This is an optimization exercise on Yosys and OpenROAD, whose aim is small area, not a production implementation. Only simulation tests tie the RTL to the original design; equivalence was not proved. Power and IR drop assume default switching activity.

==> inputs of build 94 <==
## atari_core
module atari_core (
  input         clk,
  input         rst,           
  input  [6:0]  btn,
  input  [3:0]  sw,
  input  [7:0]  pot,
  input         pal,
  input  [2:0]  rom_size,
  input         e0_detect,
  input         fe_detect,
  output [14:0] rom_addr,
  input  [7:0]  rom_data,
  output [15:0] cpu_addr,
  output [7:0]  cpu_dout,
  output        cpu_rw,
  output [6:0]  vid_out,
  output [15:0] vid_addr,
  output        vid_wr,
  output [3:0]  audio_l,
  output [3:0]  audio_r
);
make LEC_CHECK=0 CAP_MARGIN=0 CORE_MARGIN=2 CORE_UTILIZATION=40 CTS_BUF_LIST='sky130_fd_sc_hd__clkbuf_4 sky130_fd_sc_hd__clkbuf_8' CTS_CLUSTER_SIZE=30 SLEW_MARGIN=0 finish   # period 12.0 ns
run.sh (not shown) runs the stock make flow with config.mk's settings and CLKGATE_MAP_FILE= SYNTH_SCRIPT=/design/flow/synth_recipe.tcl, a recipe that flattens the netlist after the stock synthesis.
==> build 7 (differences from build 94) <==
--- a/flow/design.v
+++ b/flow/design.v
@@ -945,10 +945,11 @@
   input                           clk_i,
   input                           rst_i,
   input                           enable_i,
   input                           cpu_enable_i,
   input                           cpu_tick_i,
+  input [3:0]                     cc_i,           
   input                           stb_i,
   input                           we_i,
   input [ADDR_WIDTH-1:0]          adr_i,
   input [DATA_WIDTH-1:0]          dat_i,
   output reg [DATA_WIDTH-1:0]     dat_o,
@@ -1048,12 +1049,14 @@
         default:              m = 12'd38;
       endcase
       audio_div = m * ({1'b0, f} + 6'd1);
     end
   endfunction
-  wire [15:0] audio_div0 = audio_div(audc0, audf0);
-  wire [15:0] audio_div1 = audio_div(audc1, audf1);
+  wire        div_right = cc_i == 4'd8;
+  wire [15:0] audio_div_x = audio_div(div_right ? audc1 : audc0, div_right ? audf1 : audf0);
+  wire        cmp_phase = cc_i == 4'd1 || cc_i == 4'd9;
+  reg         ena_l_q, ena_r_q, ge_l_q;
   reg [15:0] audio_left_counter, audio_right_counter;
   always @(posedge clk_i) begin
       if (rst_i) dat_o <= 0;
       else if (cpu_tick_i && valid_read_cmd) begin
         dat_o <= 0;
@@ -1259,12 +1262,25 @@
       end
     end
   end
   reg audio_l, audio_r;
   wire p4_l, p5_l, p9_l, p4_r, p5_r, p9_r;
-  wire ena_l = audio_left_counter == audio_div0;
-  wire ena_r = audio_right_counter == audio_div0;
+  wire ena_l = cmp_phase ? audio_left_counter == audio_div_x : ena_l_q;
+  wire ena_r = cmp_phase ? audio_right_counter == audio_div_x : ena_r_q;
+  wire ge_l  = cc_i == 4'd1 ? audio_left_counter >= audio_div_x : ge_l_q;
+  wire ge_r  = audio_right_counter >= audio_div_x;
+  always @(posedge clk_i) begin
+    if (rst_i) begin
+      ena_l_q <= 0;
+      ena_r_q <= 0;
+      ge_l_q <= 0;
+    end else begin
+      ena_l_q <= ena_l;
+      ena_r_q <= ena_r;
+      ge_l_q <= ge_l;
+    end
+  end
   poly4 poly4_l (.clk(clk_i), .ena(ena_l), .reset(rst_i), .q(p4_l));
   poly5 poly5_l (.clk(clk_i), .ena(ena_l), .reset(rst_i), .q(p5_l));
   poly9 poly9_l (.clk(clk_i), .ena(ena_l), .reset(rst_i), .q(p9_l));
   poly4 poly4_r (.clk(clk_i), .ena(ena_r), .reset(rst_i), .q(p4_r));
   poly5 poly5_r (.clk(clk_i), .ena(ena_r), .reset(rst_i), .q(p5_r));
@@ -1277,20 +1293,20 @@
     audio_r <= 0;
    end else if (cpu_tick_i) begin
     audio_left_counter <= audio_left_counter + 1;
     audio_right_counter <= audio_right_counter + 1;
     if (audc0 != 4'h0 && audc0 != 4'hb) begin
-      if (audio_left_counter >= audio_div0) begin
+      if (ge_l) begin
         if (audc0 == 1) audio_l <= p4_l;
         else if (audc0 == 8) audio_l <= p9_l;
         else if (audc0 == 9 || audc0 == 7) audio_l <= p5_l;
         else audio_l <= !audio_l;
         audio_left_counter <= 0;
       end
     end else audio_l <= 1;
     if (audc1 != 4'h0 && audc1 != 4'hb) begin
-      if (audio_right_counter >= audio_div1) begin
+      if (ge_r) begin
         if (audc1 == 1) audio_r <= p4_r;
         else if (audc1 == 8) audio_r <= p9_r;
         else if (audc1 == 9 || audc1 == 7) audio_r <= p5_r;
         else audio_r <= !audio_r;
         audio_right_counter <= 0;
@@ -1598,10 +1614,11 @@
     .audio_right(audio_r),
     .stall_cpu(stall_cpu),
     .enable_i(tia_enable),
     .cpu_enable_i(cpu_enable),
     .cpu_tick_i(cpu_tick),
+    .cc_i(clk_counter),
     .vid_out(vid_out),
     .vid_addr(vid_addr),
     .vid_wr(vid_wr),
     .pal(pal)
   );
==> flow/flow/run.sh (new file) <==
#!/bin/bash
# Layout flow: the standard flow (standard.sh) with two changes.
# 1. Synthesis maps the combinational logic with an area-oriented ABC script
#    (flow/abc_speed.script, delay relaxed, no buffering or upsizing) in place
#    of ORFS's delay-oriented one; the clock period leaves ample slack. The
#    rest of synthesis, and so every register it infers, is the standard one.
# 2. Clock tree synthesis clusters up to 25 sinks within 100 um per
#    clkbuf_16 leaf buffer and inserts no dummy loads.
# Each tool's output goes to ORFS's logs under orfs/logs; make's to
# standard_flow.log here.
set -euo pipefail
here=$(pwd)
rm -rf "$here/orfs_scripts"
cp -r "$FLOW_HOME/scripts" "$here/orfs_scripts"
cp "$here/flow/abc_speed.script" "$here/orfs_scripts/abc_speed.script"
export SCRIPTS_DIR="$here/orfs_scripts"
export CTS_ARGS="-sink_clustering_enable -repair_clock_nets -dont_use_dummy_load -sink_clustering_size 25 -sink_clustering_max_diameter 100 -buf_list sky130_fd_sc_hd__clkbuf_16"
bash standard.sh > "$here/standard_flow.log" 2>&1
==> flow/flow/abc_speed.script (new file) <==
&get -n
&st
&syn3
&synch2
&dch -f
&nf -R 1000 -p -E 100 -F 8 -A 4 -C 32
&put
topo
dnsize -c
==> flow/standard.sh (new file) <==
#!/bin/bash
# synth_recipe.tcl (not shown) runs the flow's synth.tcl, then flattens the netlist and writes it again
# the make line also repeats each setting of config.mk as NAME=value (left out here)
make -C /OpenROAD-flow-scripts/flow DESIGN_CONFIG=/design/flow/config.mk WORK_HOME=/design/flow/orfs CLKGATE_MAP_FILE= SYNTH_SCRIPT=/design/flow/synth_recipe.tcl "${@:-finish}"
Settings changed: CAP_MARGIN 0 to 20, CORE_UTILIZATION 40 to 50, CTS_BUF_LIST sky130_fd_sc_hd__clkbuf_4 sky130_fd_sc_hd__clkbuf_8 to unset, CTS_CLUSTER_SIZE 30 to unset, PLACE_DENSITY set to 0.75, SLEW_MARGIN 0 to 20.
removed: flow/run.sh
==> trial 93 (differences from build 94) <==
--- a/flow/design.v
+++ b/flow/design.v
@@ -945,10 +945,11 @@
   input                           clk_i,
   input                           rst_i,
   input                           enable_i,
   input                           cpu_enable_i,
   input                           cpu_tick_i,
+  input [3:0]                     cc_i,           
   input                           stb_i,
   input                           we_i,
   input [ADDR_WIDTH-1:0]          adr_i,
   input [DATA_WIDTH-1:0]          dat_i,
   output reg [DATA_WIDTH-1:0]     dat_o,
@@ -1048,12 +1049,14 @@
         default:              m = 12'd38;
       endcase
       audio_div = m * ({1'b0, f} + 6'd1);
     end
   endfunction
-  wire [15:0] audio_div0 = audio_div(audc0, audf0);
-  wire [15:0] audio_div1 = audio_div(audc1, audf1);
+  wire        div_right = cc_i == 4'd8;
+  wire [15:0] audio_div_x = audio_div(div_right ? audc1 : audc0, div_right ? audf1 : audf0);
+  wire        cmp_phase = cc_i == 4'd1 || cc_i == 4'd9;
+  reg         ena_l_q, ena_r_q, ge_l_q;
   reg [15:0] audio_left_counter, audio_right_counter;
   always @(posedge clk_i) begin
       if (rst_i) dat_o <= 0;
       else if (cpu_tick_i && valid_read_cmd) begin
         dat_o <= 0;
@@ -1259,12 +1262,25 @@
       end
     end
   end
   reg audio_l, audio_r;
   wire p4_l, p5_l, p9_l, p4_r, p5_r, p9_r;
-  wire ena_l = audio_left_counter == audio_div0;
-  wire ena_r = audio_right_counter == audio_div0;
+  wire ena_l = cmp_phase ? audio_left_counter == audio_div_x : ena_l_q;
+  wire ena_r = cmp_phase ? audio_right_counter == audio_div_x : ena_r_q;
+  wire ge_l  = cc_i == 4'd1 ? audio_left_counter >= audio_div_x : ge_l_q;
+  wire ge_r  = audio_right_counter >= audio_div_x;
+  always @(posedge clk_i) begin
+    if (rst_i) begin
+      ena_l_q <= 0;
+      ena_r_q <= 0;
+      ge_l_q <= 0;
+    end else begin
+      ena_l_q <= ena_l;
+      ena_r_q <= ena_r;
+      ge_l_q <= ge_l;
+    end
+  end
   poly4 poly4_l (.clk(clk_i), .ena(ena_l), .reset(rst_i), .q(p4_l));
   poly5 poly5_l (.clk(clk_i), .ena(ena_l), .reset(rst_i), .q(p5_l));
   poly9 poly9_l (.clk(clk_i), .ena(ena_l), .reset(rst_i), .q(p9_l));
   poly4 poly4_r (.clk(clk_i), .ena(ena_r), .reset(rst_i), .q(p4_r));
   poly5 poly5_r (.clk(clk_i), .ena(ena_r), .reset(rst_i), .q(p5_r));
@@ -1277,20 +1293,20 @@
     audio_r <= 0;
    end else if (cpu_tick_i) begin
     audio_left_counter <= audio_left_counter + 1;
     audio_right_counter <= audio_right_counter + 1;
     if (audc0 != 4'h0 && audc0 != 4'hb) begin
-      if (audio_left_counter >= audio_div0) begin
+      if (ge_l) begin
         if (audc0 == 1) audio_l <= p4_l;
         else if (audc0 == 8) audio_l <= p9_l;
         else if (audc0 == 9 || audc0 == 7) audio_l <= p5_l;
         else audio_l <= !audio_l;
         audio_left_counter <= 0;
       end
     end else audio_l <= 1;
     if (audc1 != 4'h0 && audc1 != 4'hb) begin
-      if (audio_right_counter >= audio_div1) begin
+      if (ge_r) begin
         if (audc1 == 1) audio_r <= p4_r;
         else if (audc1 == 8) audio_r <= p9_r;
         else if (audc1 == 9 || audc1 == 7) audio_r <= p5_r;
         else audio_r <= !audio_r;
         audio_right_counter <= 0;
@@ -1598,10 +1614,11 @@
     .audio_right(audio_r),
     .stall_cpu(stall_cpu),
     .enable_i(tia_enable),
     .cpu_enable_i(cpu_enable),
     .cpu_tick_i(cpu_tick),
+    .cc_i(clk_counter),
     .vid_out(vid_out),
     .vid_addr(vid_addr),
     .vid_wr(vid_wr),
     .pal(pal)
   );
Settings changed: CAP_MARGIN 0 to 20, CORE_UTILIZATION 40 to 50, CTS_BUF_LIST sky130_fd_sc_hd__clkbuf_4 sky130_fd_sc_hd__clkbuf_8 to sky130_fd_sc_hd__clkbuf_16, CTS_CLUSTER_DIAMETER set to 100, CTS_CLUSTER_SIZE 30 to 25, SLEW_MARGIN 0 to 20.
==> summary.txt <==
Yosys
  – Xor/xnor share of the synthesized area: 1.406%
  – Syn_area_per_cell: 11.63 um2

Run status
  – Status: finished clean

Cells and area
  – Repair and plain buffers: 223
  – Most frequent cells in the layout: 1174 x dfxtp_1, 1026 x edfxtp_1, 784 x nand2_1
  – Cell area after layout: 92480 um2

GRT
  – Total Routing Usage GR: 26.83%

Timing
  – Slew @ Worst Pin: 1193 ps

Pwr
  – Overall Power: 12.64 mW

Clocking
  – Clock Pin Slew Worst Setup and Hold Paths: 100 ps

Worst setup path
  – R2R setup slack: 2680 ps
That was build 7.
==> summary.txt <==
Run status
  – Status: finished clean

Detailed routing
  – Mean routed wirelength per cell: 28.68 um
  – Metal-1 WL: 132300 um

Clocking
  – Clock Pin Slew Worst Setup and Hold Paths: 60 ps

Cells and area
  – Most frequent cells in the layout: 1189 x dfxtp_1, 1026 x edfxtp_1, 1020 x nor2_1
  – Repair and plain buffers: 311
  – Sequential share of cell area: 52.10%
  – Cell area after layout: 105000 um2

Placed design
  – Detailed Place HPWL: 232100 um

Timing
  – Setup TNS: 0 ps
  – Slew @ Worst Pin: 1431 ps

Worst setup path
  – R2R setup slack: 4750 ps
  – Worst path bufs/invs: 2

Yosys
  – Xor/xnor share of the synthesized area: 1.718%
  – Syn_area_per_cell: 11.10 um2

Pwr
  – Overall Power: 16.10 mW

Floorplan
  – Area of the die: 234900 um2
That was build 94.
==> summary.txt <==
Timing
  – Slew @ Worst Pin: 1281 ps

Yosys
  – Syn Std Cell Area: 90300 um2
  – Syn_area_per_cell: 11.07 um2
  – Xor/xnor share of the synthesized area: 1.542%
  – Sequential share of the synthesized area: 60.17%

Pwr
  – Overall Power: 13.10 mW
  – Max power group: registers

Worst setup path
  – R2R setup slack: 4580 ps
  – Crit-path cells: clkdlybuf4s50_1 -> fa_1 -> fa_1 -> ha_1 -> a21o_1 -> a21oi_1 -> o21bai_1 -> a21oi_1 -> nor2b_1 -> o21a_1 -> o21ai_0 -> nand2b_1 -> a21oi_1 -> xnor2_1 -> clkdlybuf4s50_1

Cells and area
  – Most frequent cells in the layout: 1171 x dfxtp_1, 1112 x nor2_1, 1026 x edfxtp_1
  – Cell area after layout: 97520 um2

GRT
  – Total Routing Usage GR: 35.42%

Run status
  – Status: finished clean

Clocking
  – Clock Pin Slew Worst Setup and Hold Paths: 90 ps
That was trial 93.

-- re-timing with driven ports --
How much do the figures lean on ideal ports? The routed layouts below were timed once more, with nothing changed but the port constraints. Step 1 assumes that a clkbuf_16 drives the clock port and a buf_2 every other input. Step 2 moves the port delays by t, midway between the first and last clock arrival at a register: inputs arrive t later, outputs are due t later. That takes back most of the time a late clock gives input paths. Slacks: ideal ports / drivers / drivers and shift; pairs: ideal ports / drivers.
run | shift t [ns] | setup slack, ns | worst slew at a driven data input, ns
build 94 | 1.132 | 3.019 / 2.998 / 2.998 | 0.06
build 7 | 0.820 | 2.685 / 2.685 / 2.685 | 0.20
trial 93 | 0.892 | 3.008 / 2.984 / 2.984 | 0.06
After both steps every run listed still meets setup and hold. The setup slack of trial 93, which loses most, moves by -0.024 ns with the drivers and by -0.024 ns with both steps.
